Context: an optimization exercise on an open-source flow, tuned for small area. The choices shown serve that exercise and are no tape-out recipe.
Only simulation tests tie the RTL to the original design; equivalence was not proved.
Power and IR drop assume default switching activity.

## ram_single_port
module ram_single_port(
    input clk,
    input write_en,
    input reset,
    input [6:0] addr,
    input [7:0] data_in,
    output reg [7:0] data_out
);
==> flow/config.mk <==
export PLATFORM = sky130hd
export DESIGN_NAME = ram_single_port
export DESIGN_NICKNAME = ram_single_port
export VERILOG_FILES = /design/flow/design.v
export SDC_FILE = /design/flow/constraint.sdc
export NUM_CORES = 4
export LEC_CHECK = 0
export CAP_MARGIN = 20
export CORE_MARGIN = 2
export CORE_UTILIZATION = 55
export SLEW_MARGIN = 20
export SYNTH_HIERARCHICAL = 1
export SYNTH_MINIMUM_KEEP_SIZE = 0
==> flow/constraint.sdc <==
create_clock -name core_clock -period 5.0 [get_ports {clk}]
set_input_delay 1.0000 -clock core_clock [delete_from_list [all_inputs] [get_ports {clk}]]
set_output_delay 1.0000 -clock core_clock [all_outputs]
set_load 0.01 [all_outputs]
standard.sh (not shown) runs the stock make flow with config.mk's settings and CLKGATE_MAP_FILE= SYNTH_SCRIPT=/design/flow/synth_recipe.tcl, a recipe that flattens the netlist after the stock synthesis.
==> flow/flow/run.sh <==
#!/bin/bash
# Standard ORFS layout (the standard.sh) with three changes:
# - before global placement, flow/upsize.tcl removes the synthesis buffers
#   and gives high-fanout drivers a stronger size of the same cell family
# - clock tree: no dummy loads, clkbuf_8 buffers, sink clusters of up to 16
#   flip-flops within 60 um
# - port buffers: buf_1 instead of the default choice
# ORFS writes each step's log under orfs/logs/; make's own output goes to
# standard.log here.
set -euo pipefail
export PRE_GLOBAL_PLACE_TCL="$PWD/flow/upsize.tcl"
export CTS_ARGS="-sink_clustering_enable -repair_clock_nets -dont_use_dummy_load -buf_list sky130_fd_sc_hd__clkbuf_8 -sink_clustering_size 16 -sink_clustering_max_diameter 60"
export BUFFER_PORTS_ARGS="-buffer_cell sky130_fd_sc_hd__buf_1"
bash standard.sh > standard.log 2>&1
==> flow/flow/upsize.tcl <==
# Before global placement: remove synthesis buffers (as the standard step
# does next anyway), then give each high-fanout combinational driver the
# smallest drive strength of its family that can carry its estimated load,
# so that placement's repair does not have to split the net with buffers.
remove_buffers
set per_load 0.0075
set margin 1.3
array set maxcap {inv_1 0.1813 inv_2 0.3314 inv_4 0.5631 inv_6 0.7828 inv_8 1.0355 and2_1 0.1584 and2_2 0.3030 and2_4 0.5393 and3_1 0.1575 and3_2 0.3095 and3_4 0.5328 and4_1 0.1611 and4_2 0.3003 and4_4 0.5319 nand2_1 0.1666 nand2_2 0.2957 nand2_4 0.5301 nand2_8 0.9338 nand3_1 0.1465 nand3_2 0.2600 nand3_4 0.4697 nor2_1 0.0861 nor2_2 0.1419 nor2_4 0.2518 nor2_8 0.4331 nor3_1 0.0522 nor3_2 0.0925 nor3_4 0.1538 or2_1 0.1648 or2_2 0.2994 or2_4 0.5145 or3_1 0.1676 or3_2 0.3104 or3_4 0.5319}
set block [ord::get_db_block]
set n_resized 0
foreach inst [$block getInsts] {
  set mname [[$inst getMaster] getName]
  if { ![regexp {^sky130_fd_sc_hd__([a-z0-9]+)_(\d+)$} $mname -> fam size] } {
    continue
  }
  if { ![info exists maxcap(${fam}_$size)] } { continue }
  set net ""
  foreach it [$inst getITerms] {
    if { [$it isOutputSignal] } { set net [$it getNet] }
  }
  if { $net == "" || $net == "NULL" } { continue }
  set fanout 0
  foreach it [$net getITerms] {
    if { [$it isInputSignal] } { incr fanout }
  }
  if { $fanout < 12 } { continue }
  set need [expr { $fanout * $per_load * $margin }]
  if { $maxcap(${fam}_$size) >= $need } { continue }
  foreach s {1 2 4 6 8} {
    if { $s <= $size || ![info exists maxcap(${fam}_$s)] } { continue }
    if { $maxcap(${fam}_$s) >= $need } {
      puts "upsize [$inst getName] $mname -> sky130_fd_sc_hd__${fam}_$s (fanout $fanout)"
      replace_cell [$inst getName] sky130_fd_sc_hd__${fam}_$s
      incr n_resized
      break
    }
  }
}
puts "upsized $n_resized drivers"
The baseline finished with timing, DRC and antenna clean.
==> next run, changes <==
--- a/flow/flow/run.sh
+++ b/flow/flow/run.sh
@@ -5,3 +5,3 @@
 # - clock tree: no dummy loads, clkbuf_8 buffers, sink clusters of up to 16
-#   flip-flops within 60 um
+#   flip-flops within 80 um
 # - port buffers: buf_1 instead of the default choice
@@ -11,3 +11,3 @@
 export PRE_GLOBAL_PLACE_TCL="$PWD/flow/upsize.tcl"
-export CTS_ARGS="-sink_clustering_enable -repair_clock_nets -dont_use_dummy_load -buf_list sky130_fd_sc_hd__clkbuf_8 -sink_clustering_size 16 -sink_clustering_max_diameter 60"
+export CTS_ARGS="-sink_clustering_enable -repair_clock_nets -dont_use_dummy_load -buf_list sky130_fd_sc_hd__clkbuf_8 -sink_clustering_size 16 -sink_clustering_max_diameter 80"
 export BUFFER_PORTS_ARGS="-buffer_cell sky130_fd_sc_hd__buf_1"
--- a/flow/flow/upsize.tcl
+++ b/flow/flow/upsize.tcl
@@ -4,2 +4,3 @@
 # so that placement's repair does not have to split the net with buffers.
+# An inv_1 driving 8 or more loads becomes at least an inv_2 (same area).
 remove_buffers
@@ -25,4 +26,10 @@
   }
-  if { $fanout < 12 } { continue }
-  set need [expr { $fanout * $per_load * $margin }]
+  if { $mname == "sky130_fd_sc_hd__inv_1" && $fanout >= 8 } {
+    # inv_2 has the same area as inv_1
+    set need [expr { max($fanout * $per_load * $margin, 0.2) }]
+  } elseif { $fanout < 12 } {
+    continue
+  } else {
+    set need [expr { $fanout * $per_load * $margin }]
+  }
   if { $maxcap(${fam}_$size) >= $need } { continue }
Total power decreases by 1.2%.
Count of clock-buffer cells in the layout decreases by 3.
Combinational power decreases by about 1%.
Fmax falls by about 5.5%.
Sequential power stays flat.


== run A ==
ram_single_port, a different RTL version from the one above (not shown whole).
For scale: ~520 flip-flops, ~26 I/O pins, roughly 19000 um^2 of cells after synthesis.
Settings: LEC_CHECK=0, CAP_MARGIN=20, CORE_MARGIN=2, CORE_UTILIZATION=55, CTS_BUF_LIST=sky130_fd_sc_hd__clkbuf_8, CTS_CLUSTER_DIAMETER=60, CTS_CLUSTER_SIZE=16, SLEW_MARGIN=20, SYNTH_HIERARCHICAL=1, SYNTH_MINIMUM_KEEP_SIZE=0; clock period 5.0 ns.
run.sh (not shown) runs the stock make flow with config.mk's settings and CLKGATE_MAP_FILE= SYNTH_SCRIPT=/design/flow/synth_recipe.tcl, a recipe that flattens the netlist after the stock synthesis.
Stock flow here: none of the scripts above is used.
In summary, run A completed successfully, with a layout that passed the timing, DRC and antenna checks.
Relative to run A, the following input files were edited for run B:
==> flow/flow/run.sh (new file) <==
#!/bin/bash
# Standard ORFS layout (the standard.sh) with two changes:
# - clock tree: no dummy loads, clkbuf_8 buffers, sink clusters of up to 16
#   flip-flops within 60 um
# - port buffers: buf_1 instead of the default choice
# ORFS writes each step's log under orfs/logs/; make's own output goes to
# standard.log here.
set -euo pipefail
export CTS_ARGS="-sink_clustering_enable -repair_clock_nets -dont_use_dummy_load -buf_list sky130_fd_sc_hd__clkbuf_8 -sink_clustering_size 16 -sink_clustering_max_diameter 60"
export BUFFER_PORTS_ARGS="-buffer_cell sky130_fd_sc_hd__buf_1"
bash standard.sh > standard.log 2>&1
==> flow/standard.sh (new file) <==
#!/bin/bash
# synth_recipe.tcl (not shown) runs the flow's synth.tcl, then flattens the netlist and writes it again
# the make line also repeats each setting of config.mk as NAME=value (left out here)
make -C /OpenROAD-flow-scripts/flow DESIGN_CONFIG=/design/flow/config.mk WORK_HOME=/design/flow/orfs CLKGATE_MAP_FILE= SYNTH_SCRIPT=/design/flow/synth_recipe.tcl "${@:-finish}"
diff --git a/flow/config.mk b/flow/config.mk
--- a/flow/config.mk
+++ b/flow/config.mk
@@ -10,5 +10,3 @@
 export CORE_UTILIZATION = 55
-export CTS_BUF_LIST = sky130_fd_sc_hd__clkbuf_8
-export CTS_CLUSTER_DIAMETER = 60
-export CTS_CLUSTER_SIZE = 16
+export GPL_TIMING_DRIVEN = 0
 export SLEW_MARGIN = 20
removed: flow/run.sh
--- outcome ---
- On design area: between run B and run A, it ends up higher for run B.
- Total power after layout: run B better than run A
- Global-route usage ended up 1.4 points higher on run B than on run A.
What run C does differently from run B at the input level:
diff --git a/flow/config.mk b/flow/config.mk
--- a/flow/config.mk
+++ b/flow/config.mk
@@ -10,3 +10,2 @@
 export CORE_UTILIZATION = 55
-export GPL_TIMING_DRIVEN = 0
 export SLEW_MARGIN = 20
Findings:
Delta (run C minus run B): placed wire-length estimate after detailed placement now smaller, die area comparable, total global-route track usage now smaller, largest net degree at the start of global routing now larger, actual transition at the worst max-transition pin now larger. Run C vs. run B: peak per-stage delay on the critical path went down by 0.10 ns. NOTE fmax run B->run C increased by a few percent. On number of nets at the end of the flow: between run C and run B, it ends up lower for run C. Lower clock share of power goes to run B over run C. Worst setup slack: run C better than run B. Between run B and run C, the cell count went down.

## re-timing with driven ports
How much do the figures lean on ideal ports? The routed layouts below were timed once more, with nothing changed but the port constraints.
Step 1 sets driving cells, clkbuf_16 on the clock port and buf_2 on the other inputs (assumed; they add their load-dependent delay and slew).
Step 2 also shifts input and output timing later by t, the mid clock arrival at the registers, as if the neighbouring blocks saw the same clock.
a / b / c = ideal ports / drivers / drivers and shift; a / b = the first two.
run | t, ns | setup WS [ns] | worst hold slack (ns) | clock arrival spread, ns | worst data-port slew with drivers (ns)
the first run of note 1 | 0.667 | 1.665 / 1.681 / 1.014 | 0.473 / 0.473 / 0.473 | 0.068 / 0.068 | 0.09
the second run of note 1 | 0.634 | 1.471 / 1.433 / 0.799 | 0.475 / 0.475 / 0.475 | 0.040 / 0.040 | 0.10
run A | 0.637 | 1.198 / 1.229 / 0.591 | 0.479 / 0.479 / 0.479 | 0.030 / 0.029 | 0.04
run B | 0.666 | 1.282 / 1.307 / 0.641 | 0.474 / 0.474 / 0.474 | 0.034 / 0.034 | 0.08
run C | 0.658 | 1.377 / 1.391 / 0.733 | 0.476 / 0.476 / 0.476 | 0.051 / 0.050 | 0.04
After both steps every run listed still meets setup and hold. The setup slack of the second run of note 1, which loses most, moves by -0.038 ns with the drivers and by -0.672 ns with both steps.
